Source: an optimization exercise on an open RTL-to-GDS flow (aim: small area, a short achievable clock period and few clock cycles per item). Production flows keep margins and buffers that such runs may drop. Power and IR drop assume default switching activity.

Setup of v6:
Design madd_pipeline, start of the top module:
module madd_pipeline #(parameter data_width = 16, parameter n_blocks = 256, parameter full_width = 2 * data_width + 8, parameter n_channels = 16)
	(
		input wire clk,
		input wire reset,
		input wire enable,
		input  wire in_valid,
		output wire in_ready,
		output wire out_valid,
		input  wire out_ready,
		input  wire [$clog2(n_blocks) - 1 : 0] block_in,
		output wire [$clog2(n_blocks) - 1 : 0] block_out,
		input wire [4:0] shift,
		input wire shift_disable,
		input wire signedness,
		input wire saturate_disable,
		input wire signed [data_width - 1 : 0] arg_a_in,
		input wire signed [data_width - 1 : 0] arg_b_in,
		input wire signed [data_width - 1 : 0] arg_c_in,
		output wire signed [full_width - 1 : 0] result_out,
		input  wire [ch_addr_w - 1 : 0] dest_in,
		output wire [ch_addr_w - 1 : 0] dest_out,
		input  wire [4 - 1 : 0] commit_id_in,
		output wire [4 - 1 : 0] commit_id_out,
		input wire commit_flag_in,
		output wire commit_flag_out
	);
Size: about 2,100 cells after synthesis, roughly 94 flip-flops, ~140 I/O pins, roughly 16,000 um2 of cells after synthesis.
clock: 7.5 ns
lec_check: 0
abc_area: 1
cap_margin: 20
core_margin: 2
core_utilization: 40
slew_margin: 20
run.sh (not shown) runs the stock make flow with config.mk's settings and CLKGATE_MAP_FILE= SYNTH_SCRIPT=/design/flow/synth_recipe.tcl, a recipe that flattens the netlist after the stock synthesis.
Modified inputs, v7 compared to v6
--- a/flow/design.v
+++ b/flow/design.v
@@ -1064,25 +1064,23 @@
 	assign c498 = (crow[31] & c430) | (crow[31] & s431) | (c430 & s431);
 	assign s499 = crow[32] ^ s433 ^ c432;
 	assign c500 = (crow[32] & s433) | (crow[32] & c432) | (s433 & c432);
 	assign s501 = pp162 ^ c434 ^ crow[33];
 	assign c502 = (pp162 & c434) | (pp162 & crow[33]) | (c434 & crow[33]);
 	wire [33:0] row0 = {s501, c498, s497, s495, s493, s491, c488, c486, s485, s483, s481, c478, c476, c474, c472, c470, c468, c466, c464, c462, c460, c458, c456, c454, c452, c450, c448, c446, c444, c442, c440, c438, c436, crow[0]};
 	wire [33:0] row1 = {c500, s499, c496, c494, c492, c490, s489, s487, c484, c482, c480, s479, s477, s475, s473, s471, s469, s467, s465, s463, s461, s459, s457, s455, s453, s451, s449, s447, s445, s443, s441, s439, s437, s435};
-	wire [17:0] sum_lo = row0[16:0] + row1[16:0];
 	reg        v_q;
 	reg [3:0]  sh_q;
 	reg        big_q, rb_en_q, satd_q, sg_q;
 	reg [15:0] c_q;
 	reg [7:0]  block_q;
 	reg [3:0]  dest_q, cid_q;
 	reg        cf_q;
-	reg [17:0] lo_q;
-	reg [33:17] h0_q;
-	reg [33:17] h1_q;
+	reg [33:0] r0_q;
+	reg [33:0] r1_q;
 	assign in_ready  = ~v_q | out_ready;
 	assign out_valid = v_q;
 	wire take_in  = in_valid & in_ready;
 	wire take_out = v_q & out_ready;
 	always @(posedge clk) begin
 		if (reset)
 			v_q <= 1'b0;
@@ -1091,30 +1089,29 @@
 				v_q <= 1'b1;
 			else if (take_out)
 				v_q <= 1'b0;
 		end
 	end
 	always @(posedge clk) begin
 		if (enable & take_in) begin
-			lo_q <= sum_lo;
-			h0_q <= row0[33:17];
-			h1_q <= row1[33:17];
+			r0_q <= row0;
+			r1_q <= row1;
 			sh_q    <= (shift_disable & ~big) ? 4'd0 : s4;
 			big_q   <= big;
 			rb_en_q <= big & ~shift_disable;
 			satd_q  <= saturate_disable;
 			sg_q    <= signedness;
 			c_q     <= arg_c_in;
 			block_q <= block_in;
 			dest_q  <= dest_in;
 			cid_q   <= commit_id_in;
 			cf_q    <= commit_flag_in;
 		end
 	end
-	wire [33:0] x = {h0_q + h1_q + lo_q[17], lo_q[16:0]};
+	wire [33:0] x = r0_q + r1_q;
 	wire signed [33:0] y = $signed(x) >>> sh_q;
 	wire [32:0] xd = x[33:1] ^ x[32:0];
 	reg  [32:0] ovf_mask;
 	integer k;
 	always @(*)
 		for (k = 0; k < 33; k = k + 1)
 			ovf_mask[k] = (k >= 15 + sh_q);
--- outcome ---
v7 reached the end of the flow, and the finished layout is clean on the timing, design-rule and antenna checks. The flow did not stop early for v6: all stages ran, and the layout cleared the timing, design-rule and antenna checks. Worst setup slack for register-to-register paths, v7 and v6, higher one = v6. The area growth from synthesis to layout in v7 was lower than what v6 gave. Relative to v6, final worst-path setup slack increased by 0.49 ns in v7. Via count of the routed design was lower in the run labelled v6. Between v7 and v6, it is v7 whose global-route usage is higher, by 1.4 points. Compared with v6, in v7 number of enable-type register cells in the synthesized netlist moved up; overall power moved down.
No run of this note included a check of the RTL's function; only the layout flow was run.

-- port drivers added, routing unchanged --
No port has a modelled driver above. Below, the same layouts with a new extraction and two added sets of constraints.
Step 1, drivers: a clkbuf_16 drives clk and a buf_2 each remaining input, both assumed.
Step 2, shift: input delay + t, output delay - t, t = (earliest + latest rising clock arrival at the registers) / 2. This alone moves slack from input paths to output paths.
a / b / c = ideal / step 1 / step 2; a / b = the first two.
run	t, ns	slack for setup (ns)	worst setup path after step 2	worst data-port slew with drivers (ns)
v6	0.389	0.522 / 0.545 / 0.156	input to register	0.07
v7	0.430	1.016 / 0.962 / 1.166	input to register	0.05
After both steps every run listed still meets setup and hold. For v6, which loses most, drivers alone change the setup slack by +0.023 ns; drivers and shift together by -0.366 ns.
